What follows belongs to an exercise in optimizing a design on an open flow for small area, a short achievable clock period and few clock cycles; a production flow would make more cautious choices.
In this exercise RTL edits were held to simulation tests only and were not proved equivalent to the original.
Power figures rest on the tool's default switching activity, not on a simulated workload.

## design/flow/constraint.sdc

```tcl
create_clock -name core_clock -period 10.0 [get_ports {clk}]
set_input_delay 2.0000 -clock core_clock [delete_from_list [all_inputs] [get_ports {clk}]]
set_output_delay 2.0000 -clock core_clock [all_outputs]
set_load 0.01 [all_outputs]
```

## design/flow/config.mk

```make
export PLATFORM = sky130hd
export DESIGN_NAME = cpu
export DESIGN_NICKNAME = cpu
export VERILOG_FILES = /design/flow/design.v
export SDC_FILE = /design/flow/constraint.sdc
export NUM_CORES = 4
export LEC_CHECK = 0
export CAP_MARGIN = 20
export CORE_MARGIN = 2
export CORE_UTILIZATION = 55
export SETUP_SLACK_MARGIN = 5
export SLEW_MARGIN = 20
export SYNTH_HIERARCHICAL = 1
export SYNTH_MINIMUM_KEEP_SIZE = 0
```

## design/flow/flow/run.sh

```bash
#!/bin/bash
# The standard layout (standard.sh, unchanged synthesis), with a stronger
# setup repair: repair_timing aims for 6.5 ns of slack at the design's 10 ns
# clock and may resize cells across footprints. Ports get buf_2 buffers.
# Each ORFS step writes its own log under orfs/logs/; make's output goes to flow.log.
set -o pipefail
bash standard.sh SETUP_SLACK_MARGIN=6.5 MATCH_CELL_FOOTPRINT=0 \
    "BUFFER_PORTS_ARGS=-buffer_cell sky130_fd_sc_hd__buf_2" finish > flow.log 2>&1
```

## design/flow/standard.sh

```bash
#!/bin/bash
# synth_recipe.tcl (not shown) runs the flow's synth.tcl, then flattens the netlist and writes it again
# the make line also repeats each setting of config.mk as NAME=value (left out here)
make -C /OpenROAD-flow-scripts/flow DESIGN_CONFIG=/design/flow/config.mk WORK_HOME=/design/flow/orfs CLKGATE_MAP_FILE= SYNTH_SCRIPT=/design/flow/synth_recipe.tcl "${@:-finish}"
```

## design/flow/design.v

```verilog
module alu(
    input wire [31:0]   opA,
                        opB,
    input wire [3:0]    S,     
    input wire          M,     
                        Cin,
    output reg [31:0]  DO,     
    output reg          C,     
                        V,     
                        N,     
                        Z      
);
    wire [5:0] control = {S, Cin, M};
    parameter   SET_ZERO = 6'b000010,
                NOR      = 6'b000110,
                NOTAND   = 6'b001010,
                NOT_A    = 6'b001110,
                ANDNOT   = 6'b010010,
                NOT_B    = 6'b010110,
                XOR      = 6'b011010,
                NAND     = 6'b011110,
                AND      = 6'b100010,
                XNOR     = 6'b100110,
                PASS_B   = 6'b101010,
                NOTOR    = 6'b101110,
                PASS_A   = 6'b110010,
                ORNOT    = 6'b110110,
                OR       = 6'b111010,
                SET_ONE  = 6'b111110,
                ADD      = 6'b100101,
                SUB      = 6'b011011;
    always @(*) begin
        case(control)
            SET_ZERO: {C,DO} = {1'b0, {32{1'b0}}};
            NOR:      {C,DO} = {1'b0, ~opA & ~opB};
            NOTAND:   {C,DO} = {1'b0, ~opA & opB};
            NOT_A:    {C,DO} = {1'b0, ~opA};
            ANDNOT:   {C,DO} = {1'b0, opA & ~opB};
            NOT_B:    {C,DO} = {1'b0, ~opB};
            XOR:      {C,DO} = {1'b0, opA ^ opB};
            NAND:     {C,DO} = {1'b0, ~(opA & opB)};
            AND:      {C,DO} = {1'b0, opA & opB};
            XNOR:     {C,DO} = {1'b0, ~(opA ^ opB)};
            PASS_B:   {C,DO} = {1'b0, opB};
            NOTOR:    {C,DO} = {1'b0, ~opA | opB};
            PASS_A:   {C,DO} = {1'b0, opA};
            ORNOT:    {C,DO} = {1'b0, opA | ~opB};
            OR:       {C,DO} = {1'b0, opA | opB};
            SET_ONE:  {C,DO} = {1'b0, {32{1'b1}}};
            ADD:      {C,DO} = opA + opB + Cin;
            SUB:      {C,DO} = opA + ~opB + Cin;
            default:  {C,DO} = {1'b0, {32{1'b0}}};
        endcase
    end
    always @(*) begin
        N = DO[31];
        Z = (DO == {32{1'b0}}) ? 1'b1 : 1'b0;
        V = {opA[31], opB[31], DO[31], M} == 4'b0010 || 
            {opA[31], opB[31], DO[31], M} == 4'b1100 ? 1'b1 : 1'b0;
    end
endmodule
module barrel_shifter (
    input  wire [31:0] data_in,
    input  wire [2:0]  shift_op,
    input  wire [4:0]  shift_cnt,
    output wire [31:0] data_out
);
    wire [31:0] lsr, lsl, ror, asr, asl;
    assign lsr = data_in >> shift_cnt;
    assign lsl = data_in << shift_cnt;
    assign ror = ((data_in >> shift_cnt) | (data_in << (6'd32 - shift_cnt)));
    assign asr = $signed(data_in) >>> shift_cnt;
    assign asl = lsl;
    assign data_out = (shift_op == 3'b000) ? data_in :
                      (shift_op == 3'b001) ? lsr     :
                      (shift_op == 3'b010) ? lsl     :
                      (shift_op == 3'b011) ? ror     :
                      (shift_op == 3'b100) ? asr     :
                      (shift_op == 3'b101) ? asl     :
                                             32'bx;
endmodule
module sel3(
    input  wire sa, a,
    input  wire sb, b,
    input  wire sc, c,
    output wire y
);
    assign y = (sa & a) | (sb & b) | (sc & c);
endmodule
module sel4(
    input  wire sa, a,
    input  wire sb, b,
    input  wire sc, c,
    input  wire sd, d,
    output wire y
);
    assign y = (sa & a) | (sb & b) | (sc & c) | (sd & d);
endmodule
module comparator(
    input  wire [31:0] A,
    input  wire [31:0] B,
    input  wire [2:0]  mode,    
    output reg  [31:0] result 
);
    localparam LT  = 3'b000;
    localparam LTU = 3'b001;
    localparam GE  = 3'b010;
    localparam GEU = 3'b011;
    localparam EQ  = 3'b100;
    localparam NEQ = 3'b101;
    wire lt_signed   = ($signed(A) < $signed(B));
    wire ge_signed   = ($signed(A) >= $signed(B));
    wire lt_unsigned = (A < B);
    wire ge_unsigned = (A >= B);
    wire eq          = (A == B);
    always @(*) begin
        case (mode)
            LT:   result = {31'b0, lt_signed};
            LTU:  result = {31'b0, lt_unsigned};
            GE:   result = {31'b0, ge_signed};
            GEU:  result = {31'b0, ge_unsigned};
            EQ:   result = {31'b0, eq};
            NEQ:  result = {31'b0, ~eq};
            default:  result = 32'b0;
        endcase
    end
endmodule
module forwarding(
    input wire [4:0]  rs1_addr_id,
    input wire [4:0]  rs2_addr_id,
    input wire [4:0]  rd_addr_ex,
    input wire [4:0]  rd_addr_mem,
    input wire        reg_write_en_ex,
    input wire        reg_write_en_mem,
    input wire [31:0] cal_result_ex,
    input wire [31:0] wb_data_mem,
    output reg [31:0] rs1_data_id,
    output reg [31:0] rs2_data_id,
    output reg        rs1_forward_en,
    output reg        rs2_forward_en
);
    wire [1:0] need_forward_rs1;
    wire [1:0] need_forward_rs2;
    wire rs1_match_ex  = reg_write_en_ex  && (rs1_addr_id != 5'd0) && (rd_addr_ex  != 5'd0) && (rs1_addr_id == rd_addr_ex);
    wire rs1_match_mem = reg_write_en_mem && (rs1_addr_id != 5'd0) && (rd_addr_mem != 5'd0) && (rs1_addr_id == rd_addr_mem);
    assign need_forward_rs1 = {rs1_match_mem, rs1_match_ex};
    wire rs2_match_ex  = reg_write_en_ex  && (rs2_addr_id != 5'd0) && (rd_addr_ex  != 5'd0) && (rs2_addr_id == rd_addr_ex);
    wire rs2_match_mem = reg_write_en_mem && (rs2_addr_id != 5'd0) && (rd_addr_mem != 5'd0) && (rs2_addr_id == rd_addr_mem);
    assign need_forward_rs2 = {rs2_match_mem, rs2_match_ex};
    always @(*) begin
        case (need_forward_rs1)
            2'b01: begin rs1_data_id = cal_result_ex; rs1_forward_en = 1'b1; end
            2'b10: begin rs1_data_id = wb_data_mem;   rs1_forward_en = 1'b1; end
            2'b11: begin rs1_data_id = cal_result_ex; rs1_forward_en = 1'b1; end
            default: begin rs1_data_id = 32'b0; rs1_forward_en = 1'b0; end
        endcase
    end
    always @(*) begin
        case (need_forward_rs2)
            2'b01: begin rs2_data_id = cal_result_ex; rs2_forward_en = 1'b1; end
            2'b10: begin rs2_data_id = wb_data_mem;   rs2_forward_en = 1'b1; end
            2'b11: begin rs2_data_id = cal_result_ex; rs2_forward_en = 1'b1; end
            default: begin rs2_data_id = 32'b0; rs2_forward_en = 1'b0; end
        endcase
    end
endmodule
module froze(
    input  wire        ex_is_load,
    input  wire [4:0]  rd_addr_ex,
    input  wire [4:0]  rs1_addr_id,
    input  wire [4:0]  rs2_addr_id,
    output wire        froze_if,
    output wire        froze_id,
    output wire        flush_en,
    output wire [31:0] nop_instr
);
    wire need_froze = ex_is_load && (rd_addr_ex != 5'd0) &&
                       ((rd_addr_ex == rs1_addr_id) || (rd_addr_ex == rs2_addr_id));
    assign froze_if   = need_froze;
    assign froze_id   = need_froze;
    assign flush_en = need_froze;
    assign nop_instr = 32'h00000013;
endmodule
module instruction_decoder(
    input  wire [31:0]  instruction,
    input  wire [31:0]  pc_count,
    output wire [4:0]   rd_addr,
    output wire [4:0]   rs1_addr,
    output wire [4:0]   rs2_addr,
    output reg  [31:0]  imm_value,
    output reg          use_alu,
    output reg          use_shifter,
    output reg          use_comparator,
    output reg          alu_src1,           
    output reg          alu_src2,           
    output reg  [5:0]   alu_mode,
    output reg  [2:0]   shifter_mode,
    output reg  [2:0]   comparator_mode,
    output reg          reg_write_en,
    output reg          mem_read_en,
    output reg          mem_write_en,
    output reg  [1:0]   mem_access_mode,    
    output reg          mem_read_signed,    
    output reg          is_bj               
);
wire [6:0] opcode = instruction[6:0];
wire [2:0] funct3 = instruction[14:12];
wire [6:0] funct7 = instruction[31:25];
wire [4:0] rd  = instruction[11:7];
wire [4:0] rs1 = instruction[19:15];
wire [4:0] rs2 = instruction[24:20];
wire [31:0] imm_i = {{20{instruction[31]}}, instruction[31:20]};
wire [31:0] imm_s = {{20{instruction[31]}}, instruction[31:25], instruction[11:7]};
wire [31:0] imm_b = {{19{instruction[31]}}, instruction[31], instruction[7], instruction[30:25], instruction[11:8], 1'b0};
wire [31:0] imm_u = {instruction[31:12], 12'b0};
wire [31:0] imm_j = {{11{instruction[31]}}, instruction[31], instruction[19:12], instruction[20], instruction[30:21], 1'b0};
wire R_TYPE      = (opcode == 7'b0110011);
wire I_TYPE_CALC = (opcode == 7'b0010011);
wire I_TYPE_LOAD = (opcode == 7'b0000011);
wire I_TYPE_JUMP = (opcode == 7'b1100111) && (funct3 == 3'b000);
wire I_TYPE_SYNC = (opcode == 7'b1110011);
wire I_TYPE_ENV  = (opcode == 7'b1110010) && instruction[31:20] != 12'b000000000000;
wire I_TYPE_CSR  = (opcode == 7'b1110011);
wire S_TYPE      = (opcode == 7'b0100011);
wire B_TYPE      = (opcode == 7'b1100011);
wire U_TYPE      = (opcode == 7'b0110111) || (opcode == 7'b0010111);
wire J_TYPE      = (opcode == 7'b1101111);
parameter ADD  = 10'b0000000000,   
          SUB  = 10'b0100000000,   
          OR   = 10'b0000000110,   
          AND  = 10'b0000000111,   
          XOR  = 10'b0000000100,   
          SLL  = 10'b0000000001,   
          SRL  = 10'b0000000101,   
          SRA  = 10'b0100000101,   
          SLT  = 10'b0000000010,   
          SLTU = 10'b0000000011;   
parameter ADDI = 3'b000,   
          ORI   = 3'b110,   
          ANDI  = 3'b111,   
          XORI  = 3'b100,   
          SLLI  = 7'b0000001,   
          SRLI  = 7'b0000101,   
          SRAI  = 7'b0100101,   
          SLTI  = 3'b010,   
          SLTIU = 3'b011,   
          LB   = 3'b000,   
          LH   = 3'b001,   
          LW   = 3'b010,   
          LBU  = 3'b100,   
          LHU  = 3'b101,   
          JALR  = 7'b0000000,   
          ECALL = 12'b000000000000,   
          EBREAK= 12'b000000000001,   
          FENCE = 3'b000,     
          FENCE_I = 3'b001,   
          CSRRW  = 3'b001,   
          CSRRS  = 3'b010,   
          CSRRC  = 3'b011,   
          CSRRWI = 3'b101,   
          CSRRSI = 3'b110,   
          CSRRCI = 3'b111;   
parameter SB  = 3'b000,   
          SH  = 3'b001,   
          SW  = 3'b010;   
parameter BEQ  = 3'b000,   
          BNE  = 3'b001,   
          BLT  = 3'b100,   
          BGE  = 3'b101,   
          BLTU = 3'b110,   
          BGEU = 3'b111;   
parameter LUI  = 7'b0110111,   
          AUIPC= 7'b0010111;   
parameter JAL  = 7'b1101111;   
assign rd_addr  = rd;
assign rs1_addr = rs1;
assign rs2_addr = rs2;
parameter   ALU_SET_ZERO = 6'b000010,
            ALU_NOR      = 6'b000110,
            ALU_NOTAND   = 6'b001010,
            ALU_NOT_A    = 6'b001110,
            ALU_ANDNOT   = 6'b010010,
            ALU_NOT_B    = 6'b010110,
            ALU_XOR      = 6'b011010,
            ALU_NAND     = 6'b011110,
            ALU_AND      = 6'b100010,
            ALU_XNOR     = 6'b100110,
            ALU_PASS_B   = 6'b101010,
            ALU_NOTOR    = 6'b101110,
            ALU_PASS_A   = 6'b110010,
            ALU_ORNOT    = 6'b110110,
            ALU_OR       = 6'b111010,
            ALU_SET_ONE  = 6'b111110,
            ALU_ADD      = 6'b100101,
            ALU_SUB      = 6'b011011;
parameter SHIFT_NOP = 3'b000,
          SHIFT_LSR = 3'b001,
          SHIFT_LSL = 3'b010,
          SHIFT_ROR = 3'b011,
          SHIFT_ASR = 3'b100,
          SHIFT_ASL = 3'b101;
parameter CMP_LT  = 3'b000,
          CMP_LTU = 3'b001,
          CMP_GE  = 3'b010,
          CMP_GEU = 3'b011,
          CMP_EQ  = 3'b100,
          CMP_NEQ = 3'b101;
always @(*) begin
    imm_value <= 32'b0;
    use_alu   <= 1'b0;
    use_shifter <= 1'b0;
    use_comparator <= 1'b0;
    alu_src1   <= 1'b0;
    alu_src2   <= 1'b0;
    alu_mode  <= ALU_SET_ZERO;
    shifter_mode <= SHIFT_NOP;
    comparator_mode <= 3'b000;
    reg_write_en <= 1'b0;
    mem_read_en  <= 1'b0;
    mem_write_en <= 1'b0;
    mem_access_mode <= 2'b00;
    mem_read_signed <= 1'b1;
    is_bj <= 1'b0;
    if(R_TYPE) begin
        reg_write_en <= 1'b1;
        alu_src2 <= 1'b0;  
        case({funct7, funct3})
            ADD: begin
                alu_mode <= ALU_ADD;
                use_alu  <= 1'b1;
            end 
            SUB: begin
                alu_mode <= ALU_SUB;
                use_alu  <= 1'b1;
            end
            OR: begin
                alu_mode <= ALU_OR;
                use_alu  <= 1'b1;
            end
            AND: begin
                alu_mode <= ALU_AND;
                use_alu  <= 1'b1;
            end
            XOR: begin
                alu_mode <= ALU_XOR;
                use_alu  <= 1'b1;
            end
            SLL: begin
                shifter_mode <= SHIFT_LSL;
                use_shifter  <= 1'b1;
            end
            SRL: begin
                shifter_mode <= SHIFT_LSR;
                use_shifter  <= 1'b1;
            end
            SRA: begin
                shifter_mode <= SHIFT_ASR;
                use_shifter  <= 1'b1;
            end
            SLT: begin
                comparator_mode <= CMP_LT;
                use_comparator <= 1'b1;
            end
            SLTU: begin
                comparator_mode <= CMP_LTU;
                use_comparator <= 1'b1;
            end
            default: ;
        endcase
    end else if(I_TYPE_CALC) begin
        reg_write_en <= 1'b1;
        alu_src2 <= 1'b1;  
        imm_value <= imm_i;
        case(funct3)
            ADDI: begin
                alu_mode <= ALU_ADD;
                use_alu  <= 1'b1;
            end
            ORI: begin
                alu_mode <= ALU_OR;
                use_alu  <= 1'b1;
            end
            ANDI: begin
                alu_mode <= ALU_AND;
                use_alu  <= 1'b1;
            end
            XORI: begin
                alu_mode <= ALU_XOR;
                use_alu  <= 1'b1;
            end
            SLTI: begin
                comparator_mode <= CMP_LT;
                use_comparator <= 1'b1;
            end
            SLTIU: begin
                comparator_mode <= CMP_LTU;
                use_comparator <= 1'b1;
            end
            3'b001: begin
                if({funct7, funct3} == {7'b0000000, 3'b001}) begin
                    shifter_mode <= SHIFT_LSL;
                    use_shifter  <= 1'b1;
                end
            end
            3'b101: begin
                if({funct7, funct3} == {7'b0000000, 3'b101}) begin
                    shifter_mode <= SHIFT_LSR;
                    use_shifter  <= 1'b1;
                end else if({funct7, funct3} == {7'b0100000, 3'b101}) begin
                    shifter_mode <= SHIFT_ASR;
                    use_shifter  <= 1'b1;
                end
            end
            default: ;
        endcase
    end else if(S_TYPE) begin
        use_alu <= 1'b1;
        alu_src2 <= 1'b1;  
        imm_value <= imm_s;
        alu_mode <= ALU_ADD;
        mem_write_en <= 1'b1;
        case(funct3)
            SB: mem_access_mode <= 2'b00;  
            SH: mem_access_mode <= 2'b01;  
            SW: mem_access_mode <= 2'b10;  
            default: ;
        endcase
    end else if(I_TYPE_LOAD) begin
        use_alu <= 1'b1;
        alu_src2 <= 1'b1;  
        imm_value <= imm_i;
        alu_mode <= ALU_ADD;
        mem_read_en <= 1'b1;
        reg_write_en <= 1'b1;
        case(funct3)
            LB: mem_access_mode <= 2'b00;
            LH: mem_access_mode <= 2'b01;
            LW: mem_access_mode <= 2'b10;
            LBU: begin
                mem_access_mode <= 2'b00;
                mem_read_signed <= 1'b0;
            end
            LHU: begin
                mem_access_mode <= 2'b01;
                mem_read_signed <= 1'b0;
            end
            default: ;
        endcase
    end else if(U_TYPE) begin
        case(opcode)
            LUI: begin
                reg_write_en <= 1'b1;
                imm_value <= imm_u;
                alu_src2 <= 1'b1;  
                alu_mode <= ALU_PASS_B;
                use_alu <= 1'b1;
            end
            AUIPC: begin
                reg_write_en <= 1'b1;
                imm_value <= imm_u;
                alu_src1 <= 1'b1;  
                alu_src2 <= 1'b1;  
                alu_mode <= ALU_ADD;
                use_alu <= 1'b1;
            end
            default: ; 
        endcase 
    end else if(J_TYPE) begin
        reg_write_en <= 1'b1;
        imm_value <= 32'd4;
        alu_src1 <= 1'b1;  
        alu_src2 <= 1'b1;  
        alu_mode <= ALU_ADD;
        use_alu <= 1'b1;
        is_bj <= 1'b1;
    end else if(I_TYPE_JUMP) begin
        reg_write_en <= 1'b1;
        imm_value <= 32'd4;
        alu_src1 <= 1'b1;  
        alu_src2 <= 1'b1;  
        alu_mode <= ALU_ADD;
        use_alu <= 1'b1;
        is_bj <= 1'b1;
    end else if(B_TYPE) begin
        use_comparator <= 1'b1;
        imm_value <= imm_b;
        is_bj <= 1'b1;
        case(funct3)
            BEQ: begin
                comparator_mode <= CMP_EQ;
            end
            BNE: begin
                comparator_mode <= CMP_NEQ;
            end
            BLT: begin
                comparator_mode <= CMP_LT;
            end
            BGE: begin
                comparator_mode <= CMP_GE;
            end
            BLTU: begin
                comparator_mode <= CMP_LTU;
            end
            BGEU: begin
                comparator_mode <= CMP_GEU;
            end
            default: ;
        endcase
    end
end
endmodule
module program_counter (
    input  wire         clk,
    input  wire         rstn,
    input  wire [1:0]   pc_src,   
    input  wire [31:0]  rs1,
    input  wire [31:0]  offset,
    output reg  [31:0]  pc_cnt
);
    always @(posedge clk or negedge rstn) begin
        if (!rstn) begin
            pc_cnt <= 32'b0;
        end else begin
            case (pc_src)
                2'b00: pc_cnt <= pc_cnt + 4;
                2'b01: pc_cnt <= pc_cnt + offset;
                2'b10: pc_cnt <= (rs1 + offset) & ~32'b1;
                default: pc_cnt <= pc_cnt + 4;
            endcase
        end
    end
endmodule
module rf_aoi222(input wire [2:0] s, input wire [2:0] d, output wire y_n);
    assign y_n = ~|(s & d);
endmodule
module rf_rdbit(input wire [31:1] sel, input wire [31:1] d, output wire y);
    wire [10:0] n;
    genvar j;
    generate
        for (j = 0; j < 10; j = j + 1) begin : g_a
            rf_aoi222 u(.s(sel[3*j+3:3*j+1]), .d(d[3*j+3:3*j+1]), .y_n(n[j]));
        end
    endgenerate
    assign n[10] = ~(sel[31] & d[31]);
    wire [2:0] g;
    rf_nand4 u_g0(.a(n[3:0]),  .y(g[0]));
    rf_nand4 u_g1(.a(n[7:4]),  .y(g[1]));
    rf_nand4 u_g2(.a({1'b1, n[10:8]}), .y(g[2]));
    rf_or3   u_o(.a(g), .y(y));
endmodule
module rf_nand4(input wire [3:0] a, output wire y);
    assign y = ~&a;
endmodule
module rf_or3(input wire [2:0] a, output wire y);
    assign y = |a;
endmodule
module reg_file(
    input  wire        clk,
    input  wire        rstn,
    input  wire        write_en,
    input  wire [4:0]  write_addr,
    input  wire [31:0] write_data,
    input  wire [4:0]  rd1_addr,
    input  wire [4:0]  rd2_addr,
    output wire [31:0] rd1_data,
    output wire [31:0] rd2_data
);
    wire [32*32-1:0] q_all;
    wire [31:0]      v_all;
    assign q_all[31:0] = 32'b0;
    assign v_all[0]    = 1'b0;
    genvar i;
    generate
        for (i = 1; i < 32; i = i + 1) begin : g_reg
            reg        valid;
            reg [31:0] q;
            wire       we = write_en && (write_addr == i);
            always @(posedge clk or negedge rstn)
                if (!rstn)
                    valid <= 1'b0;
                else if (we)
                    valid <= 1'b1;
            always @(posedge clk)
                if (we)
                    q <= write_data;
            assign q_all[32*i +: 32] = q;
            assign v_all[i] = valid;
        end
    endgenerate
    wire [31:1] sel1, sel2;
    genvar b;
    generate
        for (i = 1; i < 32; i = i + 1) begin : g_sel
            assign sel1[i] = v_all[i] & (rd1_addr == i);
            assign sel2[i] = v_all[i] & (rd2_addr == i);
        end
        for (b = 0; b < 32; b = b + 1) begin : g_bit
            wire [31:1] col;
            for (i = 1; i < 32; i = i + 1) begin : g_col
                assign col[i] = q_all[32*i + b];
            end
            rf_rdbit u_r1(.sel(sel1), .d(col), .y(rd1_data[b]));
            rf_rdbit u_r2(.sel(sel2), .d(col), .y(rd2_data[b]));
        end
    endgenerate
endmodule
module cpu(
    input  wire         clk,
    input  wire         rstn,
    output wire [31:0]  imem_addr,
    input  wire [31:0]  imem_rdata,
    output wire [31:0]  dmem_addr,
    output wire         dmem_we,
    output wire [1:0]   dmem_mode,    
    output wire [31:0]  dmem_wdata,
    input  wire [31:0]  dmem_rdata
);
    reg  [11:2] fpc;         
    reg         id_v;
    reg  [31:0] id_ir;
    reg  [31:2] id_pc;       
    reg         id_pred;     
    reg  [11:2] id_tlo;      
    reg         id_tc;       
    reg  [7:0]  id_offh;     
    reg         ex_v;
    reg  [31:0] ex_a, ex_b, ex_sd;
    reg  [31:2] ex_alt;
    reg  [4:0]  ex_rd;
    reg         ex_wr, ex_load, ex_store, ex_br, ex_jalr, ex_pred;
    reg  [2:0]  ex_f3;
    reg         ex_sub, ex_sel_sum, ex_sel_lt, ex_sel_xor, ex_sel_or, ex_sel_and;
    reg         ex_sel_sll, ex_sel_sr, ex_sra, ex_link;
    reg  [31:0] mem_res, mem_sd;
    reg  [4:0]  mem_rd;
    reg         mem_wr, mem_load, mem_store;
    reg  [2:0]  mem_f3;
    reg  [31:0] wb_raw;
    reg  [1:0]  wb_lo;
    reg  [2:0]  wb_f3;
    reg  [4:0]  wb_rd;
    reg         wb_wr;
    assign imem_addr = {20'b0, fpc, 2'b00};
    reg [31:0] wb_val;
    always @(*) begin : align
        reg [7:0]  by;
        reg [15:0] hw;
        case (wb_lo)
            2'b00:   by = wb_raw[7:0];
            2'b01:   by = wb_raw[15:8];
            2'b10:   by = wb_raw[23:16];
            default: by = wb_raw[31:24];
        endcase
        hw = wb_lo[1] ? wb_raw[31:16] : wb_raw[15:0];
        case (wb_f3[1:0])
            2'b00:   wb_val = {{24{~wb_f3[2] & by[7]}}, by};
            2'b01:   wb_val = {{16{~wb_f3[2] & hw[15]}}, hw};
            default: wb_val = wb_raw;
        endcase
    end
    wire [4:0] rs1 = id_ir[19:15];
    wire [4:0] rs2 = id_ir[24:20];
    wire [4:0] rd  = id_ir[11:7];
    wire [2:0] f3  = id_ir[14:12];
    wire d_jal   = id_ir[3];
    wire d_jalr  = id_ir[6] & ~id_ir[3] &  id_ir[2];
    wire d_br    = id_ir[6] & ~id_ir[2];
    wire d_u     = ~id_ir[6] & id_ir[2];
    wire d_lui   = d_u &  id_ir[5];
    wire d_auipc = d_u & ~id_ir[5];
    wire d_load  = ~id_ir[6] & ~id_ir[5] & ~id_ir[4];
    wire d_store = ~id_ir[6] &  id_ir[5] & ~id_ir[4] & ~id_ir[2];
    wire d_alu   = ~id_ir[6] &  id_ir[4] & ~id_ir[2];       
    wire d_op    = d_alu & id_ir[5];
    wire use_rs1 = ~d_u & ~d_jal;
    wire use_rs2 = d_br | d_store | d_op;
    wire reg_we  = ~d_br & ~d_store & (rd != 5'd0);
    wire [31:0] imm_i = {{20{id_ir[31]}}, id_ir[31:20]};
    wire [31:0] imm_s = {{20{id_ir[31]}}, id_ir[31:25], id_ir[11:7]};
    wire [31:0] imm_b = {{19{id_ir[31]}}, id_ir[31], id_ir[7], id_ir[30:25], id_ir[11:8], 1'b0};
    wire [31:0] imm_u = {id_ir[31:12], 12'b0};
    wire [31:0] imm_j = {{11{id_ir[31]}}, id_ir[31], id_ir[19:12], id_ir[20], id_ir[30:21], 1'b0};
    wire [31:0] rf1, rf2;
    reg_file u_rf(
        .clk(clk), .rstn(rstn),
        .write_en(wb_wr), .write_addr(wb_rd), .write_data(wb_val),
        .rd1_addr(rs1), .rd2_addr(rs2),
        .rd1_data(rf1), .rd2_data(rf2)
    );
    wire m1 = mem_wr & (mem_rd == rs1);
    wire m2 = mem_wr & (mem_rd == rs2);
    wire w1 = wb_wr  & (wb_rd  == rs1);
    wire w2 = wb_wr  & (wb_rd  == rs2);
    wire e1 = ex_v & ex_wr & (ex_rd == rs1);
    wire e2 = ex_v & ex_wr & (ex_rd == rs2);
    wire stall = id_v & ((use_rs1 & ((e1 & ex_load) | (m1 & mem_load))) |
                         (use_rs2 & ((e2 & ex_load) | (m2 & mem_load))));
    wire [31:0] A = ex_a;
    wire [31:0] B = ex_b;
    wire [31:0] S = ex_sd;
    wire [31:0] Bx = B ^ {32{ex_sub}};
    wire [32:0] sum33 = {A, 1'b1} + {Bx, ex_sub};
    wire [31:0] sum = sum33[32:1];
    wire        ltu = A < B;
    wire        lt  = $signed(A) < $signed(B);
    wire        eq  = (A == B);
    wire [31:0] a_rev;
    genvar gi;
    generate
        for (gi = 0; gi < 32; gi = gi + 1) begin : g_rev
            assign a_rev[gi] = A[31-gi];
        end
    endgenerate
    wire [31:0] sh_in = ex_sel_sll ? a_rev : A;
    wire [32:0] sh_x  = {ex_sra & A[31], sh_in};
    wire [32:0] sh_r  = $signed(sh_x) >>> B[4:0];
    wire [31:0] sh_o  = sh_r[31:0];
    wire [31:0] sh_rev;
    generate
        for (gi = 0; gi < 32; gi = gi + 1) begin : g_rev2
            assign sh_rev[gi] = sh_o[31-gi];
        end
    endgenerate
    wire [31:0] ex_oth = ({32{ex_sel_lt}}  & {31'b0, ex_f3[0] ? ltu : lt}) |
                         ({32{ex_sel_xor}} & (A ^ B)) |
                         ({32{ex_sel_or}}  & (A | B)) |
                         ({32{ex_sel_and}} & (A & B)) |
                         ({32{ex_sel_sll}} & sh_rev) |
                         ({32{ex_sel_sr}}  & sh_o) |
                         ({32{ex_link}}    & {ex_alt, 2'b00});
    wire [31:0] ex_res = ({32{ex_sel_sum}} & sum) | ex_oth;
    wire br_cond  = ex_f3[2] ? (ex_f3[1] ? ltu : lt) : eq;
    wire br_taken = br_cond ^ ex_f3[0];
    wire ex_redirect = ex_v & (ex_jalr | (ex_br & (br_taken ^ ex_pred)));
    reg  r_redir, r_jalr;
    always @(posedge clk or negedge rstn) begin
        if (!rstn)
            r_redir <= 1'b0;
        else
            r_redir <= ex_redirect;
    end
    always @(posedge clk)
        r_jalr <= ex_jalr;
    wire [31:2] r_target = r_jalr ? mem_sd[31:2] : mem_res[31:2];
    wire [11:0] jalr_lo = ex_a[11:0] + ex_b[11:0];
    wire [11:2] ex_ftarget = ex_jalr ? jalr_lo[11:2] : ex_alt[11:2];
    wire [31:0] f_ir    = imem_rdata;
    wire        f_jal   = f_ir[3];
    wire        f_br    = f_ir[6] & ~f_ir[2];
    wire        f_pred  = f_jal | (f_br & f_ir[31]);        
    wire [10:0] f_tb    = {1'b0, fpc} + {1'b0, f_ir[7], f_ir[30:25], f_ir[11:9]};
    wire [10:0] f_tj    = {1'b0, fpc} + {1'b0, f_ir[20], f_ir[30:22]};
    wire [10:0] f_t     = f_jal ? f_tj : f_tb;
    always @(posedge clk or negedge rstn) begin
        if (!rstn)
            fpc <= 10'b0;
        else if (ex_redirect)
            fpc <= ex_ftarget;
        else if (stall)
            fpc <= fpc;
        else if (f_pred)
            fpc <= f_t[9:0];
        else
            fpc <= fpc + 10'd1;
    end
    wire [31:2] id_link = id_pc + 30'd1;
    wire [20:0] id_thi  = {id_pc[31:12], 1'b1} + {{12{id_ir[31]}}, id_offh, id_tc};
    wire [31:2] id_tgt  = {id_thi[20:1], id_tlo};
    wire        id_taken = d_jal | id_pred;
    always @(posedge clk or negedge rstn) begin
        if (!rstn)
            id_pc <= 30'b0;
        else if (r_redir)
            id_pc <= r_target;
        else if (id_v & ~stall)
            id_pc <= id_taken ? id_tgt : id_link;
    end
    always @(posedge clk or negedge rstn) begin
        if (!rstn)
            id_v <= 1'b0;
        else if (ex_redirect)
            id_v <= 1'b0;
        else if (!stall)
            id_v <= 1'b1;
    end
    always @(posedge clk) begin
        if (!stall) begin
            id_ir   <= imem_rdata;
            id_pred <= f_br & f_pred;
            id_tlo  <= f_t[9:0];
            id_tc   <= f_t[10];
            id_offh <= f_jal ? f_ir[19:12] : {8{f_ir[31]}};
        end
    end
    always @(posedge clk or negedge rstn) begin
        if (!rstn)
            ex_v <= 1'b0;
        else
            ex_v <= id_v & ~stall & ~ex_redirect;
    end
    wire        a_rs  = ~d_u;
    wire        b_rs  = d_op | d_br;
    wire        a_ex  = e1 & a_rs;
    wire        a_rf  = ~e1 & a_rs & ~m1 & ~w1;
    wire        a_o   = ~a_ex & ~a_rf;
    wire [31:0] a_oth = (a_rs & m1) ? mem_res : (a_rs & w1) ? wb_val :
                        d_auipc ? {id_pc, 2'b00} : 32'b0;
    wire        b_ex  = e2 & b_rs;
    wire        b_rf  = ~e2 & b_rs & ~m2 & ~w2;
    wire        b_o   = ~b_ex & ~b_rf;
    wire [31:0] b_oth = (b_rs & m2) ? mem_res : (b_rs & w2) ? wb_val :
                        d_store ? imm_s : d_u ? imm_u : imm_i;
    wire        s_rf  = ~e2 & ~m2 & ~w2;
    wire        s_o   = ~e2 & ~s_rf;
    wire [31:0] s_oth = m2 ? mem_res : wb_val;
    wire [31:0] ex_a_d, ex_b_d, ex_sd_d;
    genvar gk;
    generate
        for (gk = 0; gk < 32; gk = gk + 1) begin : g_opsel
            sel4 u_a(.sa(a_ex & ex_sel_sum), .a(sum[gk]), .sb(a_ex), .b(ex_oth[gk]),
                     .sc(a_rf), .c(rf1[gk]), .sd(a_o), .d(a_oth[gk]), .y(ex_a_d[gk]));
            sel4 u_b(.sa(b_ex & ex_sel_sum), .a(sum[gk]), .sb(b_ex), .b(ex_oth[gk]),
                     .sc(b_rf), .c(rf2[gk]), .sd(b_o), .d(b_oth[gk]), .y(ex_b_d[gk]));
            sel4 u_s(.sa(e2 & ex_sel_sum),   .a(sum[gk]), .sb(e2),   .b(ex_oth[gk]),
                     .sc(s_rf), .c(rf2[gk]), .sd(s_o), .d(s_oth[gk]), .y(ex_sd_d[gk]));
        end
    endgenerate
    wire alu_f3_0 = d_alu & (f3 == 3'b000);
    always @(posedge clk) begin
        ex_a     <= ex_a_d;
        ex_b     <= ex_b_d;
        ex_sd    <= ex_sd_d;
        ex_alt   <= (d_br & ~id_pred) ? id_tgt : id_link;
        ex_rd    <= rd;
        ex_wr    <= reg_we;
        ex_load  <= d_load;
        ex_store <= d_store;
        ex_br    <= d_br;
        ex_jalr  <= d_jalr;
        ex_pred  <= id_pred;
        ex_f3    <= f3;
        ex_sub   <= (d_op & id_ir[30] & (f3 == 3'b000)) | (d_alu & (f3[2:1] == 2'b01)) | d_br;
        ex_sel_sum <= alu_f3_0 | d_load | d_store | d_u;
        ex_sel_lt  <= d_alu & (f3[2:1] == 2'b01);
        ex_sel_xor <= d_alu & (f3 == 3'b100);
        ex_sel_or  <= d_alu & (f3 == 3'b110);
        ex_sel_and <= d_alu & (f3 == 3'b111);
        ex_sel_sll <= d_alu & (f3 == 3'b001);
        ex_sel_sr  <= d_alu & (f3 == 3'b101);
        ex_sra     <= id_ir[30];
        ex_link    <= d_jal | d_jalr | d_br;      
    end
    always @(posedge clk or negedge rstn) begin
        if (!rstn) begin
            mem_wr    <= 1'b0;
            mem_store <= 1'b0;
        end else begin
            mem_wr    <= ex_v & ex_wr;
            mem_store <= ex_v & ex_store;
        end
    end
    always @(posedge clk) begin
        mem_res  <= ex_res;
        mem_sd   <= ex_jalr ? {sum[31:2], 2'b00} : S;
        mem_rd   <= ex_rd;
        mem_load <= ex_load;
        mem_f3   <= ex_f3;
    end
    assign dmem_addr  = mem_res;
    assign dmem_we    = mem_store;
    assign dmem_mode  = mem_f3[1:0];
    assign dmem_wdata = mem_sd;
    always @(posedge clk or negedge rstn) begin
        if (!rstn)
            wb_wr <= 1'b0;
        else
            wb_wr <= mem_wr;
    end
    always @(posedge clk) begin
        wb_raw <= mem_load ? dmem_rdata : mem_res;
        wb_lo  <= mem_res[1:0];
        wb_f3  <= mem_load ? mem_f3 : 3'b010;
        wb_rd  <= mem_rd;
    end
endmodule
```

==> results.toml, run 1 <==
[worst_setup_path]
worstSetupPathType = "in2reg"
r2r_end = "ex_b[3]$_DFF_P_"
cp_data_arrival_time_ns = 4.38
r2r_slack_ns = 6.38
endpoint_kind = "flip-flop"
cp.required_ns = 10.71
crit_start = "imem_rdata[3]"
timing.rr.start = "id_ir[20]$_DFFE_PN_"
r2r_cells = 9
cp_max_fo = 5
cp-start-kind = "primary input"

[sta]
finalCritPeriodShare_pct = 36.7
worst_pin_slew_ns = 1.18
whs_ns = 0.390
setup_viol = 0
period_needed_ns = 3.67
finalSetupTns_ns = 0
max_freq_ghz = 0.272
rsz0062_at_grt = "yes"
relSlewSlack_pct = 21.3
final.setup_skew_ns = 0.0270
slew_viol_final = 0
finalHoldViolCount = 0

[drt]
wl_um = 288000
drt-met1-wl_um = 94200
final_antenna_net_count = 0
met2_length_um = 121000
dr_wl_met3_um = 42700
wl_per_cell_um = 39.9
top_layer = "met5"
first_iter_violations = 11466
via_per_inst = 7.68
dr_total_vias = 55437
first_pass_iters = 13
drc = 0

[cells_and_area]
n_fill_cell = 9162
synthToLayoutAreaGrowth_pct = 15.6
fin_area_um2 = 75700
finish.net_count = 5783
utilization_pct = 64.1
post_layout_nonfiller_instances = 7214
drive_gt1_share_pct = 18.6

[floorplanning]
rows = 126
die_area_um2 = 122000
io_pins = 165
fp.dieH_um = 349
start_util_pct = 55.4
die_w_um = 349
core_um2 = 118000

[clock_tree]
cts_tree = "built"
cts_made_buffers = 147
cts_hold_buffers = 0
clkLatencyLatePin_ns = 0.82
cts-root-buf = "clkbuf_16"
clkSlewWorstSetupHoldPaths_ns = 0.07
h-tree-depth = 4
cts_buffer_depth = 3
cts.sink_count = 1385

[pwr]
switching_share_pct = 36.4
p_sw_mw = 6.93
p_per_area_nw_per_um2 = 251
pwr-share-comb_pct = 27.2
p_leak_nw = 26.8
p_seq_share_pct = 44.2
peakVddDrop_mv = 0.182
internal_power_mw = 12.1
clockPowerShare_pct = 28.6

[placed_design]
dp_cells = 6855
dp_hpwl_um = 180000
io_buffers = 140
placed_cell_area_um2 = 69000
finalWeightedCongestion = 1.08

[hold_path]
hold_class = "reg2reg"
hp-start = "ex_load$_DFF_P_"
whs_path_depth = 0
hold_end = "mem_load$_DFF_P_"

[global_route]
grt_overflow = 0
grt_pass1_wl_um = 388000
antenna_found_initial = 21
grt_max_degree = 68
grt_usage_pct = 45.9
first_global_vias = 50827

[run_status]
outcome = "timing/DRC/antenna clean"

[logic_synthesis]
synth_edf_count = 1042
ys_types = 93
syn_area_per_cell_um2 = 12.6
async_reset_ff_share_pct = 5.56
ys.warnings.count = 8
syn_area_um2 = 65500
synth_cells = 5192
ys_ff_latch = 1385
synthFlopType = "edfxtp_1"
ys_seq_area_share_pct = 58.9

[run]
cap_violations = 0
==> modules after synthesis (local to each module, per instance) <==
module / cells inside / copies in the design / flops+latches / area [µm²]
reg_file: 1208 / 1 / 1023 / 31700
rf_nand4: 1 / 192 / 0 / 6.26
rf_aoi222: 1 / 640 / 0 / 10.0
rf_or3: 1 / 64 / 0 / 6.26
rf_rdbit: 2 / 64 / 0 / 7.51
sel4: 3 / 96 / 0 / 18.8
cpu: 2672 / 1 / 362 / 23400
==> kinds of logic after synthesis <==
family | after synthesis | synth area share [%]
buf+inv | 340 | 2.19
compound gates | 1628 | 19.9
other cells | 65 | 0.373
mux | 183 | 3.83
flops | 1385 | 58.9
xor+xnor | 154 | 2.06
simple gates | 1277 | 9.64
fa+ha+maj | 160 | 3.08
==> layer usage <==
metal	vias to the layer above	global-route usage (%)
met5	-	0.920
met4	16	37.8
met3	1098	15.9
met2	4914	66.1
met1	27005	55.5
li1	22404	-
==> cell usage in the layout, fill, tap and decap left out, types with 31 or more instances in the layout <==
| cell | count |
|---|---|
| dfrtp_1 | 70 |
| buf_2 | 138 |
| dfxtp_1 | 197 |
| a21oi_1 | 196 |
| clkbuf_1 | 32 |
| xor2_1 | 79 |
| and3_1 | 44 |
| nand3_1 | 35 |
| xnor2_1 | 63 |
| a21o_1 | 55 |
| buf_4 | 203 |
| mux4_2 | 32 |
| nand2b_1 | 31 |
| mux2i_1 | 35 |
| nand2_1 | 455 |
| clkbuf_16 | 154 |
| nand4_1 | 206 |
| nor2b_1 | 37 |
| a22oi_1 | 207 |
| mux2_2 | 104 |
| o21bai_1 | 41 |
| a222oi_1 | 652 |
| inv_1 | 133 |
| ha_1 | 153 |
| conb_1 | 86 |
| or3_1 | 42 |
| o22ai_1 | 33 |
| nor2_4 | 36 |
| nor2_1 | 195 |
| o21ai_0 | 167 |
| edfxtp_1 | 1042 |
| dfxtp_2 | 42 |
| a221o_1 | 51 |
==> stage by stage <==
stage / worst slack, ns / total power, mW
global route: 6.19 / 19.4
CTS: 6.41 / 18.5
global placement: 5.13 / 12.9
detailed placement: 5.08 / 12.9
floorplan: 5.83 / 10.5
finish: 6.33 / 19.0
==> critical path, stage by stage <==
cell and delay, ns:
buf_12 0.10, mux2i_4 0.33, inv_2 0.09, ha_4 0.23, a21oi_4 0.15, o211ai_1 0.16
o41ai_2 0.40, o21ai_1 0.14, xor2_1 0.22, nor2_1 0.06, a31oi_1 0.16, o22ai_1 0.10
a221oi_2 0.24
==> how the worst max path moves through the flow <==
stage,endpoint,depth (start not counted),slack (ns)
6_report,fpc[11]$_DFFE_PN0P_,13,6.33
3_5_place_dp,fpc[11]$_DFFE_PN0P_,13,5.08
2_1_floorplan,fpc[11]$_DFFE_PN0P_,13,5.83
4_1_cts,fpc[11]$_DFFE_PN0P_,13,6.41
3_3_place_gp,fpc[11]$_DFFE_PN0P_,13,5.13
5_1_grt,fpc[11]$_DFFE_PN0P_,13,6.19
==> cell usage after synthesis, types with 34 or more instances <==
master | instances | area, µm²
edfxtp_1 | 1042 | 31300
a222oi_1 | 652 | 6530
nand2_1 | 457 | 1720
dfxtp_1 | 266 | 5330
nor2_1 | 233 | 875
a22oi_1 | 222 | 1670
a21oi_1 | 213 | 1070
nand4_1 | 206 | 1290
o21ai_0 | 188 | 941
ha_1 | 158 | 1980
inv_1 | 142 | 533
clkbuf_1 | 136 | 510
mux2_2 | 105 | 1180
xor2_1 | 81 | 709
dfrtp_1 | 77 | 1930
and3_1 | 76 | 475
xnor2_1 | 73 | 639
or3_1 | 69 | 432
conb_1 | 65 | 244
a21o_1 | 55 | 413
a221o_1 | 51 | 510
o21bai_1 | 41 | 308
nor2b_1 | 40 | 250
mux2i_1 | 37 | 370
nand3_1 | 36 | 180
nor3_1 | 34 | 170
==> power by group through the flow <==
stage / registers (mW) / logic (mW) / clock network (mW)
global route: 8.36 / 5.36 / 5.66
detailed placement: 8.38 / 4.56 / 0
global placement: 8.38 / 4.50 / 0
floorplan: 7.81 / 2.71 / 0
finish: 8.41 / 5.17 / 5.43
CTS: 8.29 / 4.74 / 5.43
==> final cells by class <==
| class | count | area (µm²) | area share [%] |
|---|---|---|---|
| Tap cell | 1536 | 1920 | 2.54 |
| Timing Repair Buffer | 384 | 2910 | 3.85 |
| Clock buffer | 184 | 3890 | 5.14 |
| Clock inverter | 84 | 821 | 1.08 |
| Antenna cell | 2 | 5.00 | 0.00662 |
| Timing Repair inverter | 4 | 20.0 | 0.0265 |
| Sequential cell | 1385 | 38700 | 51.2 |
| Inverter | 145 | 569 | 0.753 |
| Multi-Input combinational cell | 3490 | 26800 | 35.4 |
==> sequential cells by signal, summed over array words and instances, names as in the netlist, 2 cells and up <==
| register | cells |
|---|---|
| ex_a | 32 |
| ex_alt | 30 |
| ex_b | 32 |
| ex_f3 | 3 |
| ex_rd | 5 |
| ex_sd | 32 |
| fpc | 10 |
| id_ir | 30 |
| id_offh | 8 |
| id_pc | 30 |
| id_tlo | 10 |
| mem_f3 | 3 |
| mem_rd | 5 |
| mem_res | 32 |
| mem_sd | 32 |
| u_rf.g.q | 992 |
| u_rf.g.valid | 31 |
| wb_f3 | 3 |
| wb_lo | 2 |
| wb_raw | 32 |
| wb_rd | 5 |
==> what timing repair did <==
item,4_1_cts,5_1_grt
pin swaps,21,55
resized for setup,154,173
endpoints found under the setup margin,316,280
cloned,4,7
setup buffers,45,31
Testbench counts, summed over its fixed seeds: cycles 42,196.
==> run 2: changes to the inputs <==
==> design/flow/flow/run.sh (replaced) <==
#!/bin/bash
# The standard layout (standard.sh, unchanged synthesis), with a stronger
# setup repair: repair_timing aims for 6.7 ns of slack at the design's 10 ns
# clock and may resize cells across footprints. Ports get buf_2 buffers.
# Each ORFS step writes its own log under orfs/logs/; make's output goes to flow.log.
set -o pipefail
bash standard.sh SETUP_SLACK_MARGIN=6.7 MATCH_CELL_FOOTPRINT=0 \
    "BUFFER_PORTS_ARGS=-buffer_cell sky130_fd_sc_hd__buf_2" finish > flow.log 2>&1
==> run 2 against run 1 <==
Net effect: non-clock buffer count grew 142; highest routed layer unchanged; worst hold slack lost 0.016 ns; core utilization grew 2.5 points; routed wire length grew 4.1%.
==> results.toml, run 2 <==
[run]
cap_violations = 0

[clock_tree]
cts-root-buf = "clkbuf_16"
clkSlewWorstSetupHoldPaths_ns = 0.06
cts_made_buffers = 145
cts.sink_count = 1385
cts_hold_buffers = 0
h-tree-depth = 4
clkLatencyLatePin_ns = 0.81
cts_buffer_depth = 3
cts_tree = "built"

[logic_synthesis]
synthTopCellsByCount = "edfxtp_1, a222oi_1, nand2_1, dfxtp_1, nor2_1"
ys_ff_latch = 1385
synthFlopType = "edfxtp_1"
ys_seq_area_share_pct = 58.9
synth_edf_count = 1042
synth_cells = 5192
ys_types = 93
synth.most_common_cell = "edfxtp_1"
yosys-top-cells-area = "edfxtp_1, a222oi_1, dfxtp_1, ha_1, dfrtp_1"
synth_top_cell_by_area = "edfxtp_1"
syn_area_per_cell_um2 = 12.6
syn_area_um2 = 65500
async_reset_ff_share_pct = 5.56
synth_top_area_share_pct = 47.8
ys.warnings.count = 8

[global_route]
antenna_found_initial = 12
grt_max_degree = 68
grt_usage_pct = 46.2
grt_overflow = 0
first_global_vias = 51260
grt_pass1_wl_um = 391000

[worst_setup_path]
r2r_end = "ex_a[10]$_DFF_P_"
crit_start = "imem_rdata[3]"
cp_max_fo = 6
cp.required_ns = 10.70
r2r_cells = 10
endpoint_kind = "flip-flop"
r2r_slack_ns = 6.54
endpoint = "fpc[11]$_DFFE_PN0P_"
cp_data_arrival_time_ns = 4.35
worstSetupPathType = "in2reg"
timing.rr.start = "id_ir[16]$_DFFE_PN_"
cp-start-kind = "primary input"

[sta]
timing.final.ws_setup_ns = 6.36
max_freq_ghz = 0.274
whs_ns = 0.374
rsz0062_at_grt = "yes"
setup_viol = 0
slew_viol_final = 0
period_needed_ns = 3.64
final.setup_skew_ns = 0.0768
relSlewSlack_pct = 17.1
finalCritPeriodShare_pct = 36.4
finalSetupTns_ns = 0
worst_pin_slew_ns = 1.23
finalHoldViolCount = 0

[pwr]
peakVddDrop_mv = 0.189
power_mw = 19.6
internal_power_mw = 12.5
p_leak_nw = 27.8
p_per_area_nw_per_um2 = 249
switching_share_pct = 36.3
clockPowerShare_pct = 27.6
pwr-share-comb_pct = 30.3
p_seq_share_pct = 42.1
p_sw_mw = 7.11

[cells_and_area]
drive_gt1_share_pct = 23.0
multi_input_area_um2 = 27500
largest_register = "u_rf.g.q"
seq_area_um2 = 38800
largest_register_ffs = 992
synthToLayoutAreaGrowth_pct = 20.0
finish.net_count = 5924
utilization_pct = 66.5
final_common_cell = "edfxtp_1"
n_fill_cell = 8929
final_cell_mix = "edfxtp_1, a222oi_1, nand2_1"

[placed_design]
finalWeightedCongestion = 1.10
io_buffers = 140
dp_hpwl_um = 181000
dp_slack_ns = 5.12

[run_status]
outcome = "timing/DRC/antenna clean"

[drt]
first_iter_violations = 12926
final_antenna_net_count = 0
wl_per_cell_um = 40.7
dr_total_vias = 56897
drc = 0
first_pass_iters = 13
wl_um = 300000
via_per_inst = 7.73

[floorplanning]
start_util_pct = 55.4
die_area_um2 = 122000
fp.dieH_um = 349
die_w_um = 349
rows = 126
io_pins = 165
core_um2 = 118000

[hold_path]
hold_class = "reg2reg"
==> run 2: metrics by stage <==
stage | instances | instance area [µm²]
2_1_floorplan | 5213 | 65700
3_3_place_gp | 6858 | 69000
3_5_place_dp | 6859 | 69000
4_1_cts | 7253 | 76000
5_1_grt | 7353 | 78500
6_report | 7364 | 78600
==> run 2: logic make-up (layout without fill, tap and decap cells) <==
| group | Yosys count | count (layout) | synth area share (%) |
|---|---|---|---|
| compound gates | 1628 | 1628 | 19.9 |
| flops | 1385 | 1385 | 58.9 |
| simple gates | 1277 | 1278 | 9.64 |
| buf+inv | 340 | 942 | 2.19 |
| mux | 183 | 183 | 3.83 |
| fa+ha+maj | 160 | 160 | 3.08 |
| xor+xnor | 154 | 154 | 2.06 |
| other cells | 65 | 98 | 0.373 |
==> run 2: per-layer routing <==
layer / track usage (%) / vias up / routed length (µm)
met3: 15.1 / 1195 / 45700
met1: 56.7 / 27739 / 97200
met5: 1.44 / - / 375
met4: 37.6 / 12 / 31100
li1: - / 22700 / -
met2: 66.6 / 5251 / 125000
==> run 2: timing repair <==
item | CTS | global route
endpoints found under the setup margin | 683 | 440
pin swaps | 75 | 145
gates resized for setup | 332 | 359
setup buffers | 126 | 67
cloned | 3 | 30
==> run 2: worst max-delay path, cell delays in order <==
cell and delay, ns:
buf_12 0.10, mux2i_4 0.33, inv_2 0.09, ha_4 0.23, a21oi_4 0.15, o211ai_1 0.16, o41ai_2 0.37, o21ai_1 0.12
xor2_1 0.20, nor2_1 0.06, a31oi_1 0.17, o22ai_1 0.10, a221oi_1 0.26
==> run 2: area by class of cell <==
type                            instances  area share [%]
Sequential cell                      1385            49.4
Clock inverter                         70           0.873
Multi-Input combinational cell       3489            35.0
Antenna cell                           12          0.0382
Clock buffer                          195            5.14
Tap cell                             1536            2.45
Timing Repair Buffer                  526            6.31
Timing Repair inverter                  6          0.0510
Inverter                              145           0.733
==> run 2: worst min-delay path by stage <==
stage	start	end	slack, ns	cells past startpoint
after floorplan	ex_jalr$_DFF_P_	r_jalr$_DFF_P_	0.33	0
after global placement	ex_load$_DFF_P_	mem_load$_DFF_P_	0.36	0
after detailed placement	ex_load$_DFF_P_	mem_load$_DFF_P_	0.36	0
after CTS	ex_load$_DFF_P_	mem_load$_DFF_P_	0.37	0
after global routing	ex_load$_DFF_P_	mem_load$_DFF_P_	0.38	0
final	ex_load$_DFF_P_	mem_load$_DFF_P_	0.37	0
==> run 2: per-module statistics from Yosys (local to each module, per instance) <==
module | copies in the design | flops+latches | cells inside | cell area [µm²]
rf_rdbit | 64 | 0 | 2 | 7.51
cpu | 1 | 362 | 2672 | 23400
rf_nand4 | 192 | 0 | 1 | 6.26
rf_or3 | 64 | 0 | 1 | 6.26
reg_file | 1 | 1023 | 1208 | 31700
rf_aoi222 | 640 | 0 | 1 | 10.0
sel4 | 96 | 0 | 3 | 18.8
==> run 2: power by group through the flow <==
stage / registers [mW] / clock network [mW] / logic [mW]
after CTS: 8.13 / 5.41 / 5.23
after global placement: 8.38 / 0 / 4.50
after global routing: 8.21 / 5.63 / 6.10
final: 8.24 / 5.41 / 5.94
after floorplan: 7.81 / 0 / 2.71
after detailed placement: 8.38 / 0 / 4.56
==> run 3: changes to the inputs <==
==> design/flow/flow/run.sh (replaced) <==
#!/bin/bash
# The standard layout (standard.sh, unchanged synthesis), with:
# - buf_2 port buffers;
# - clock tree sink clusters of up to 30 flip-flops within 60 um, and no
#   dummy loads.
# Each ORFS step writes its own log under orfs/logs/; make's output goes to flow.log.
set -o pipefail
bash standard.sh SETUP_SLACK_MARGIN=6.5 MATCH_CELL_FOOTPRINT=0 \
    "BUFFER_PORTS_ARGS=-buffer_cell sky130_fd_sc_hd__buf_2" \
    "CTS_ARGS=-sink_clustering_enable -repair_clock_nets -sink_clustering_size 30 -sink_clustering_max_diameter 60 -dont_use_dummy_load" \
    finish > flow.log 2>&1
==> run 3 against run 2 <==
Net effect: clock power fell by 29%; still clean on timing, DRC and antenna; via count fell by 2.7%; clock skew rose by 0.051 ns; sequential share of layout area rose by 2.9 points; core utilization fell by 4.0 points; largest power group unchanged; fmax fell by 2.1%; routed wire length fell by 3.6%; cell area fell by 5.9%; final cell count fell by 4.0%; sequential power rose by 2%; combinational power fell by 13%; global-route usage fell by 0.49 points.
==> results.toml, run 3 <==
[run_status]
outcome = "timing/DRC/antenna clean"

[sta]
rsz0062_at_grt = "yes"
finalSetupTns_ns = 0
finalHoldViolCount = 0
max_freq_ghz = 0.269
slew_viol_final = 0
finalCritPeriodShare_pct = 37.2
worst_pin_slew_ns = 1.21
final.setup_skew_ns = 0.128
period_needed_ns = 3.72
relSlewSlack_pct = 19.3
setup_viol = 0

[logic_synthesis]
ys_ff_latch = 1385
ys_types = 93
synthFlopType = "edfxtp_1"
synthTopCellsByCount = "edfxtp_1, a222oi_1, nand2_1, dfxtp_1, nor2_1"
synth_edf_count = 1042
synth_top_cell_by_area = "edfxtp_1"
ys_seq_area_share_pct = 58.9
synth.most_common_cell = "edfxtp_1"
syn_area_um2 = 65500
async_reset_ff_share_pct = 5.56
ys.warnings.count = 8
syn_area_per_cell_um2 = 12.6
synth_cells = 5192
synth_top_area_share_pct = 47.8
yosys-top-cells-area = "edfxtp_1, a222oi_1, dfxtp_1, ha_1, dfrtp_1"

[worst_setup_path]
critPathMaxStageDelay_ns = 0.42
endpoint = "fpc[11]$_DFFE_PN0P_"
path_depth = 13
cp_top_family = "compound AO/OA/AOI/OAI gates"
cp_max_fo = 5
cp.required_ns = 10.65
r2r_slack_ns = 6.35
crit_start = "imem_rdata[3]"
worstSetupPathType = "in2reg"
cp-start-kind = "primary input"
cp_slowest_cell = "o41ai_2"
r2r_end = "ex_a[16]$_DFF_P_"
path_cells = "buf_12 > mux2i_4 > inv_2 > ha_4 > a21oi_4 > o211ai_1 > o41ai_2 > o21ai_1 > xor2_1 > nor2_1 > a31oi_1 > o22ai_1 > a221oi_2"
timing.rr.start = "id_ir[17]$_DFFE_PN_"
cp_num_buf_inv = 2
cp_data_arrival_time_ns = 4.37
endpoint_kind = "flip-flop"
r2r_cells = 9

[run]
cap_violations = 0

[pwr]
power_mw = 17.4
p_leak_nw = 25.9
p_per_area_nw_per_um2 = 236
peakVddDrop_mv = 0.186

[cells_and_area]
final_common_cell = "edfxtp_1"
synthToLayoutAreaGrowth_pct = 12.9
finish.net_count = 5748
final_cell_mix = "edfxtp_1, a222oi_1, nand2_1"
drive_gt1_share_pct = 17.4
n_fill_cell = 9314
largest_register = "u_rf.g.q"
largest_register_ffs = 992

[floorplanning]
die_area_um2 = 122000
core_um2 = 118000
rows = 126
io_pins = 165
start_util_pct = 55.4
die_w_um = 349
fp.dieH_um = 349

[clock_tree]
cts-root-buf = "clkbuf_16"
h-tree-depth = 3
cts_tree = "built"
clkSlewWorstSetupHoldPaths_ns = 0.09
cts_buffer_depth = 3
cts_hold_buffers = 0
cts.sink_count = 1385
clkLatencyLatePin_ns = 0.79
cts_made_buffers = 109

[drt]
dr_total_vias = 55363
wl_um = 289000
first_iter_violations = 11541
drc = 0
final_antenna_net_count = 0
via_per_inst = 7.83
wl_per_cell_um = 40.9
first_pass_iters = 14

[hold_path]
hold_class = "reg2reg"

[global_route]
antenna_found_initial = 16
grt_pass1_wl_um = 387000
first_global_vias = 50452
grt_max_degree = 68
grt_usage_pct = 45.7
grt_overflow = 0

[placed_design]
dp_hpwl_um = 180000
io_buffers = 140
finalWeightedCongestion = 1.08
==> run 3: cell counts after synthesis <==
No cell type changed its count.
==> run 3: logic make-up (layout without fill, tap and decap cells) <==
group                    after synthesis  in the layout  synth area share [%]
buffers and inverters                340            644                  2.19
XOR/XNOR                             154            154                  2.06
multiplexers                         183            183                  3.83
AO/OA/AOI/OAI                       1628           1629                  19.9
other                                 65             99                 0.373
flip-flops                          1385           1385                  58.9
AND/OR/NAND/NOR                     1277           1279                  9.64
adder cells (fa/ha/maj)              160            160                  3.08
==> run 3: layout make-up <==
class	count	area (µm²)	share of cell area (%)
diodes	13	32.5	0.0440
clock buffers	109	2730	3.69
inverters	145	583	0.789
multi-input cells	3491	26900	36.4
flip-flops and latches	1385	38700	52.3
well taps	1536	1920	2.60
repair buffers	383	3040	4.11
repair inverters	7	40.0	0.0542
==> run 3: per-layer routing <==
layer  share of wire [%]  vias up  routed length, µm  track usage, %
li1                    -    22206                  -               -
met1                  33    27021              94600            54.9
met2                  42     4983             121000            66.3
met3                  15     1147              42600            16.2
met4                  10        6              30200            37.5
met5               0.012        -                 34               0
==> run 3: worst register-to-register path, stage by stage (launching register included) <==
cell and delay (ns):
edfxtp_1 0.49, buf_6 0.21, buf_4 0.16, xor2_1 0.14, nor4_1 0.31, and3_1 0.40
nand2_1 0.45, o21ai_0 0.94, a22oi_1 0.33, nand2_1 0.15
==> run 3: what timing repair did <==
action                                  4_1_cts  5_1_grt
resized for setup                           141      224
setup buffers                                46       29
endpoints found under the setup margin      356      320
pin swaps                                    27       68
gates cloned                                  8        9
==> run 3: how the worst min path moves through the flow <==
stage | start | to | cells past startpoint
6_report | ex_f3[2]$_DFF_P_ | mem_f3[2]$_DFF_P_ | 0
5_1_grt | ex_f3[2]$_DFF_P_ | mem_f3[2]$_DFF_P_ | 0
4_1_cts | ex_f3[2]$_DFF_P_ | mem_f3[2]$_DFF_P_ | 0
3_5_place_dp | ex_load$_DFF_P_ | mem_load$_DFF_P_ | 0
3_3_place_gp | ex_load$_DFF_P_ | mem_load$_DFF_P_ | 0
2_1_floorplan | ex_jalr$_DFF_P_ | r_jalr$_DFF_P_ | 0
==> run 3: where the power goes <==
group / internal (mW) / switching, mW / leakage (nW)
Combinational: 1.70 / 3.48 / 11.9
Clock: 1.90 / 1.92 / 1.34
Sequential: 7.31 / 1.09 / 12.6
Total: 10.9 / 6.49 / 25.9
==> run 3: through the flow <==
stage	std cells	utilization, %	instance area, µm²	hold slack (ns)	setup WS, ns
after floorplan	5213	-	65700	0.329	5.83
after global placement	6855	58.4	69000	0.373	5.13
after detailed placement	6855	58.4	69000	0.367	5.08
after CTS	7018	61.6	72700	0.302	6.35
after global routing	7058	62.6	73900	0.293	6.12
final	7069	62.6	73900	0.320	6.28
==> run 3: modules after synthesis (local to each module, per instance) <==
module,flops+latches,copies in the design,cells
rf_aoi222,0,640,1
reg_file,1023,1,1208
rf_nand4,0,192,1
rf_or3,0,64,1
rf_rdbit,0,64,2
cpu,362,1,2672
sel4,0,96,3
==> run 4: changes to the inputs <==
--- a/design/flow/flow/run.sh
+++ b/design/flow/flow/run.sh
@@ -5,7 +5,7 @@
 #   dummy loads.
 # Each ORFS step writes its own log under orfs/logs/; make's output goes to flow.log.
 set -o pipefail
-bash standard.sh SETUP_SLACK_MARGIN=6.5 MATCH_CELL_FOOTPRINT=0 \
+bash standard.sh SETUP_SLACK_MARGIN=6.7 MATCH_CELL_FOOTPRINT=0 \
     "BUFFER_PORTS_ARGS=-buffer_cell sky130_fd_sc_hd__buf_2" \
     "CTS_ARGS=-sink_clustering_enable -repair_clock_nets -sink_clustering_size 30 -sink_clustering_max_diameter 60 -dont_use_dummy_load" \
     finish > flow.log 2>&1
==> run 4 against run 3 <==
Net effect: still clean on timing, DRC and antenna; global-route usage grew 0.63 points; critical path type unchanged; critical path depth stayed put; power up 3.5%; highest routed layer unchanged.
==> results.toml, run 4 <==
[clock_tree]
cts_hold_buffers = 0
cts.sink_count = 1385
clkSlewWorstSetupHoldPaths_ns = 0.09
cts_made_buffers = 113
cts-root-buf = "clkbuf_16"
h-tree-depth = 3
cts_tree = "built"
clkLatencyLatePin_ns = 0.79
cts_buffer_depth = 3

[worst_setup_path]
cp-start-kind = "primary input"
timing.rr.start = "id_ir[16]$_DFFE_PN_"
worstSetupPathType = "in2reg"
cp_max_fo = 6
r2r_slack_ns = 6.32
r2r_cells = 9
cp.required_ns = 10.62
cp_data_arrival_time_ns = 4.35
r2r_end = "ex_a[10]$_DFF_P_"
endpoint_kind = "flip-flop"

[logic_synthesis]
synthTopCellsByCount = "edfxtp_1, a222oi_1, nand2_1, dfxtp_1, nor2_1"
synth_top_cell_by_area = "edfxtp_1"
syn_area_per_cell_um2 = 12.6
ys_ff_latch = 1385
async_reset_ff_share_pct = 5.56
synth_edf_count = 1042
ys_types = 93
syn_area_um2 = 65500
synth_top_area_share_pct = 47.8
synth.most_common_cell = "edfxtp_1"
yosys-top-cells-area = "edfxtp_1, a222oi_1, dfxtp_1, ha_1, dfrtp_1"
ys.warnings.count = 8
synthFlopType = "edfxtp_1"
synth_cells = 5192
ys_seq_area_share_pct = 58.9

[run]
cap_violations = 0

[sta]
finalHoldViolCount = 0
max_freq_ghz = 0.268
whs_ns = 0.367
setup_viol = 0
relSlewSlack_pct = 13.4
finalSetupTns_ns = 0
slew_viol_final = 0
final.setup_skew_ns = 0.115
worst_pin_slew_ns = 1.29
finalCritPeriodShare_pct = 37.4
period_needed_ns = 3.74
rsz0062_at_grt = "yes"

[global_route]
use_met1_pct = 56.7
grt_use_met3_pct = 16.0
grt_usage_pct = 46.4
grt-busiest-layer = "met2"
grtUsageMet2_pct = 67.4
first_global_vias = 50780
grt_pass1_wl_um = 392000
grt_overflow = 0
grt_max_degree = 68
antenna_found_initial = 13

[cells_and_area]
synthToLayoutAreaGrowth_pct = 17.0
drive_gt1_share_pct = 22.1
final_cell_mix = "edfxtp_1, a222oi_1, nand2_1"
utilization_pct = 64.8
finish.net_count = 5911
largest_register = "u_rf.g.q"
fin_area_um2 = 76600
final_common_cell = "edfxtp_1"
largest_register_ffs = 992

[floorplanning]
start_util_pct = 55.4
die_w_um = 349
rows = 126
io_pins = 165
die_area_um2 = 122000
core_um2 = 118000
fp.dieH_um = 349

[drt]
drc = 0
via_per_inst = 7.83
first_iter_violations = 13127
first_pass_iters = 13
wl_per_cell_um = 41.6
wl_um = 301000
final_antenna_net_count = 0
dr_total_vias = 56568

[placed_design]
placed_cell_area_um2 = 69000
finalWeightedCongestion = 1.10
io_buffers = 140
dp_hpwl_um = 181000

[hold_path]
whs_path_depth = 0
hold_class = "reg2reg"
hp-start = "ex_rd[0]$_DFF_P_"
hold_end = "mem_rd[0]$_DFF_P_"

[pwr]
p_per_area_nw_per_um2 = 235
p_leak_nw = 27.0
power_mw = 18.0
peakVddDrop_mv = 0.179

[run_status]
outcome = "timing/DRC/antenna clean"
run 4: cell counts after synthesis:
Identical to the previous run, type by type.
run 4: kinds of logic (layout without fill, tap and decap cells):
kind of cell,count (synthesis),after routing,share of synthesized area (%)
buffers and inverters,340,807,2.19
XOR/XNOR,154,154,2.06
adder cells (fa/ha/maj),160,160,3.08
AND/OR/NAND/NOR,1277,1279,9.64
other,65,95,0.373
flip-flops,1385,1385,58.9
AO/OA/AOI/OAI,1628,1629,19.9
multiplexers,183,183,3.83
run 4: per-module statistics from Yosys, one instance, submodules excluded:
module	flip-flops and latches	cells
rf_aoi222	0	1
rf_nand4	0	1
cpu	362	2672
sel4	0	3
reg_file	1023	1208
rf_rdbit	0	2
rf_or3	0	1
run 4: routing by layer:
layer | vias up | wire, µm
met4 | 14 | 32000
met2 | 5104 | 125000
met1 | 27662 | 97700
li1 | 22549 | -
met3 | 1239 | 45400
met5 | - | 489
run 4: area by class of cell:
cell class / count / area [µm²]
diodes: 9 / 22.5
clock buffers: 113 / 2830
fillers: 9119 / 41500
inverters: 145 / 579
multi-input cells: 3491 / 27400
flip-flops and latches: 1385 / 38800
well taps: 1536 / 1920
repair buffers: 542 / 4950
repair inverters: 7 / 50.0
run 4: what timing repair did:
item	in CTS	in global routing
setup endpoints to repair	682	388
resized for setup	327	332
buffers inserted	115	94
pin swaps	92	164
cloned	9	27
run 4: power breakdown:
part / switching (mW) / internal [mW]
combinational: 3.85 / 1.97
clock: 1.96 / 1.97
sequential: 0.933 / 7.33
run 4: per-stage QoR:
stage / worst slack, ns / instances
after floorplan: 5.83 / 5213
after global placement: 5.15 / 6858
after detailed placement: 5.12 / 6859
after CTS: 6.34 / 7096
after global routing: 6.13 / 7219
final: 6.26 / 7228
run 4: worst max path at each step:
stage,from,endpoint
final,imem_rdata[3],fpc[11]$_DFFE_PN0P_
after global routing,imem_rdata[3],fpc[11]$_DFFE_PN0P_
after CTS,imem_rdata[3],fpc[11]$_DFFE_PN0P_
after detailed placement,imem_rdata[3],fpc[11]$_DFFE_PN0P_
after global placement,imem_rdata[3],fpc[11]$_DFFE_PN0P_
after floorplan,imem_rdata[3],fpc[11]$_DFFE_PN0P_
run 4: worst max-delay path: stages:
cell and delay [ns]:
buf_12 0.10, mux2i_4 0.31, inv_2 0.09, ha_4 0.23, a21oi_4 0.15, o211ai_1 0.16, o41ai_2 0.39, o21ai_1 0.12
xor2_1 0.20, nor2_1 0.06, a31oi_1 0.16, o22ai_1 0.11, a221oi_2 0.25

[static timing again, ports no longer ideal]
How much do the figures lean on ideal ports? The routed layouts below were timed once more, with nothing changed but the port constraints. Step 1 (the two cells are an assumption about what drives the block):
set clk [get_ports {clk}]
set_driving_cell -lib_cell sky130_fd_sc_hd__clkbuf_16 $clk
set_driving_cell -lib_cell sky130_fd_sc_hd__buf_2 [delete_from_list [all_inputs] $clk]
Step 2, shift: input delay + t, output delay - t, t = (earliest + latest rising clock arrival at the registers) / 2. This alone moves slack from input paths to output paths. a / b / c = no drivers / after step 1 / after step 2; a / b = the first two.
run	t (ns)	setup WS [ns]	latest minus earliest clock arrival (ns)
run 1	0.879	6.329 / 6.333 / 5.454	0.030 / 0.030
run 2	0.849	6.357 / 6.372 / 5.524	0.078 / 0.077
run 3	0.797	6.279 / 6.281 / 5.484	0.134 / 0.134
run 4	0.810	6.264 / 6.280 / 5.470	0.123 / 0.123
After both steps every run listed still meets setup and hold. The setup slack of run 1, which loses most, moves by +0.004 ns with the drivers and by -0.875 ns with both steps.
